What follows belongs to an exercise in optimizing a design on an open flow for small area and a short achievable clock period; a production flow would make more cautious choices. The RTL was checked by simulation tests, not by an equivalence proof against the original design.

== job 101 ==
## systolic_array
module systolic_array #(
    parameter DATA_W = 16,
    parameter DIM = 4
) (
    input  logic clk,
    input  logic rst_n,
    input  logic [DIM*DATA_W-1:0] a_in,
    input  logic [DIM*DATA_W-1:0] b_in,
    input  logic valid_in,
    output logic [DIM*2*DATA_W-1:0] c_out,
    output logic valid_out
);
    logic [3:0] v0, v1;
    logic [3:0] vin, rdy, rin, cap, mv;
    assign vin = {v1[2:0], valid_in};
    assign rdy = ~(v0 & v1);
    assign rin = {1'b1, rdy[3:1]};
    assign cap = vin & rdy;           
    assign mv  = v0 & ~v1;            
    always_ff @(posedge clk or negedge rst_n) begin
        if (!rst_n) begin
            v0 <= '0;
            v1 <= '0;
        end else begin
            v0 <= vin | (v0 & v1);
            v1 <= mv | (v1 & ~rin);
        end
    end
    assign valid_out = v1[3];
    logic [15:0] b0_0_0, b1_0_0;
    always_ff @(posedge clk) if (cap[0]) b0_0_0 <= b_in[15:0];
    always_ff @(posedge clk or negedge rst_n)
        if (!rst_n) b1_0_0 <= '0; else if (mv[0]) b1_0_0 <= b0_0_0;
    logic [15:0] b0_0_1, b1_0_1;
    always_ff @(posedge clk) if (cap[1]) b0_0_1 <= b_in[31:16];
    always_ff @(posedge clk or negedge rst_n)
        if (!rst_n) b1_0_1 <= '0; else if (mv[1]) b1_0_1 <= b0_0_1;
    logic [15:0] b0_0_2, b1_0_2;
    always_ff @(posedge clk) if (cap[2]) b0_0_2 <= b_in[47:32];
    always_ff @(posedge clk or negedge rst_n)
  ...
For scale: ~1700 flip-flops, about 260 I/O pins.
export LEC_CHECK = 0
export CAP_MARGIN = 20
export CORE_MARGIN = 2
export CORE_UTILIZATION = 40
export CTS_BUF_LIST = sky130_fd_sc_hd__clkbuf_8
export PLACE_DENSITY = 0.7
export SLEW_MARGIN = 20
create_clock -name core_clock -period 9.0 [get_ports {clk}]
standard.sh (not shown) runs the stock make flow with config.mk's settings and CLKGATE_MAP_FILE= SYNTH_SCRIPT=/design/flow/synth_recipe.tcl, a recipe that flattens the netlist after the stock synthesis.
==> flow/flow/run.sh <==
#!/bin/bash
set -euo pipefail
bash standard.sh SETUP_SLACK_MARGIN=5.5 "BUFFER_PORTS_ARGS=-buffer_cell sky130_fd_sc_hd__buf_2" finish > standard.log 2>&1
diff inputs: job 101 => job 102
Settings: a change of CORE_UTILIZATION from 40 to 50.
Findings:
Job 102 against job 101; layout filler cell count is down by more than a quarter. Job 102 against job 101: total detailed-routing wirelength +4.9%; worst path setup slack after routing -94 ps; width of the die -about 10%.
Relative to job 102, the following input files were edited for job 103:
Settings: an added SETUP_SLACK_MARGIN of 5; a deleted PLACE_DENSITY that had been 0.7; a change of CORE_UTILIZATION from 50 to 40; a deleted CTS_BUF_LIST that had been sky130_fd_sc_hd__clkbuf_8.
==> flow/run.sh (new file) <==
#!/bin/bash
# synth_recipe.tcl (not shown) runs the flow's synth.tcl, then flattens the netlist and writes it again
# the make line also repeats each setting of config.mk as NAME=value (left out here)
make -C /OpenROAD-flow-scripts/flow DESIGN_CONFIG=/design/flow/config.mk WORK_HOME=/design/flow/orfs CLKGATE_MAP_FILE= SYNTH_SCRIPT=/design/flow/synth_recipe.tcl finish
removed: flow/flow/run.sh
removed: flow/standard.sh
Notes after the runs:
- On job 103: post-route clock period utilization is 4.4 points higher than what job 102 gave.
- Compared with job 102, job 103 shows wire length reported by the detailed router that has gone down by a few percent.
What job 104 does differently from job 103 at the input level:
Settings: putting PLACE_DENSITY at 0.8 where nothing was set; clearing SETUP_SLACK_MARGIN, which used to be 5; putting CTS_BUF_LIST at sky130_fd_sc_hd__clkbuf_8 where nothing was set.
==> flow/flow/run.sh (new file) <==
#!/bin/bash
set -euo pipefail
bash standard.sh SETUP_SLACK_MARGIN=5.5 "BUFFER_PORTS_ARGS=-buffer_cell sky130_fd_sc_hd__buf_2" finish > standard.log 2>&1
==> flow/standard.sh (new file) <==
#!/bin/bash
# synth_recipe.tcl (not shown) runs the flow's synth.tcl, then flattens the netlist and writes it again
# the make line also repeats each setting of config.mk as NAME=value (left out here)
make -C /OpenROAD-flow-scripts/flow DESIGN_CONFIG=/design/flow/config.mk WORK_HOME=/design/flow/orfs CLKGATE_MAP_FILE= SYNTH_SCRIPT=/design/flow/synth_recipe.tcl "${@:-finish}"
removed: flow/run.sh
==> notes.md <==
In the reports for job 103 and job 104, the smaller global-route track usage on met2 belongs to job 104. The worst setup path endpoint comes out bs0_0_1[16] in one run and c_out[31] in the other, namely in job 103 and job 104 respectively. Higher final worst-path cycle share was reported by job 103, not job 104. The lower shortest clock period the worst path allows after layout came out of job 104. Cmp job 103 and job 104 / critical path depth / higher: job 103. Cmp job 103 and job 104 / pre-CTS worst setup slack / lower: job 103.
For job 105, these inputs were changed with respect to job 104:
Settings: a deleted PLACE_DENSITY that had been 0.8.
## What came out
In job 105, the final clock period utilization by the worst path came out 0.18 points above the value in job 104. Comparing job 104 and job 105, the lower number of global-route vias before repair was measured on job 104. Of the two values seen for slowest stage cell on the critical path, fa_1 was produced by job 105 and dfrtp_4 by job 104. In job 105, count of clock-buffer cells in the layout is higher than in job 104. Global routing met2 resource utilization was higher in job 105 than in job 104. Changes observed in job 105 relative to job 104: shortest clock period the worst path allows after layout climbed 16 ps, minimum setup slack after placement dropped 42 ps, overall routed net length climbed 5.2%.

---

systolic_array, a different RTL version from the one above (not shown whole).
Size in the first run: ~11,000 cells after synthesis, ~260 I/O pins, about 120,000 sq um of cells after synthesis.
export LEC_CHECK = 0
export CAP_MARGIN = 20
export CORE_MARGIN = 2
export CORE_UTILIZATION = 40
export CTS_BUF_LIST = sky130_fd_sc_hd__clkbuf_8
export PLACE_DENSITY = 0.7
export SLEW_MARGIN = 20
create_clock -name core_clock -period 9.0 [get_ports {clk}]
==> flow/flow/run.sh <==
#!/bin/bash
set -euo pipefail
bash standard.sh SETUP_SLACK_MARGIN=5.5 "BUFFER_PORTS_ARGS=-buffer_cell sky130_fd_sc_hd__buf_2" finish > standard.log 2>&1
The baseline finished with timing, DRC and antenna clean.
Rerun with:
PLACE_DENSITY = not set   (was 0.7)
The changed run passed the timing, DRC and antenna checks.
Design area came out higher slightly.
Register-to-register slack got worse by 0.20 ns.
Global-route usage came out higher by 1.8 points.

-- re-timing with driven ports --
No port has a modelled driver above. Below, the same layouts with a new extraction and two added sets of constraints.
Step 1 (the two cells are an assumption about what drives the block):
set clk [get_ports {clk}]
set_driving_cell -lib_cell sky130_fd_sc_hd__clkbuf_16 $clk
set_driving_cell -lib_cell sky130_fd_sc_hd__buf_2 [delete_from_list [all_inputs] $clk]
Step 2 times the ports against the registers' clock, not the clock port: input delays grow and output delays shrink by t, the midpoint of the rising clock arrivals with the driver on.
a / b / c = ideal / step 1 / step 2; a / b = the first two.
run | t, ns | slack for setup (ns) | hold WS [ns] | clock arrival spread, ns
job 101 | 1.056 | 5.497 / 5.405 / 4.515 | 0.385 / 0.385 / 0.385 | 0.107 / 0.107
job 102 | 1.120 | 5.403 / 5.403 / 4.421 | 0.365 / 0.365 / 0.365 | 0.108 / 0.108
job 103 | 0.963 | 5.008 / 5.036 / 4.130 | 0.325 / 0.325 / 0.325 | 0.094 / 0.094
job 104 | 1.033 | 5.446 / 5.354 / 4.466 | 0.332 / 0.332 / 0.332 | 0.121 / 0.122
job 105 | 1.088 | 5.430 / 5.392 / 4.508 | 0.380 / 0.380 / 0.380 | 0.102 / 0.102
the first run of note 2 | 1.091 | 5.423 / 5.319 / 4.227 | 0.383 / 0.383 / 0.383 | 0.079 / 0.079
the second run of note 2 | 1.114 | 5.276 / 5.276 / 4.256 | 0.378 / 0.378 / 0.378 | 0.095 / 0.095
After both steps setup and hold are still met in every run listed. For the first run of note 2, which loses most, drivers alone change the setup slack by -0.104 ns; drivers and shift together by -1.196 ns.
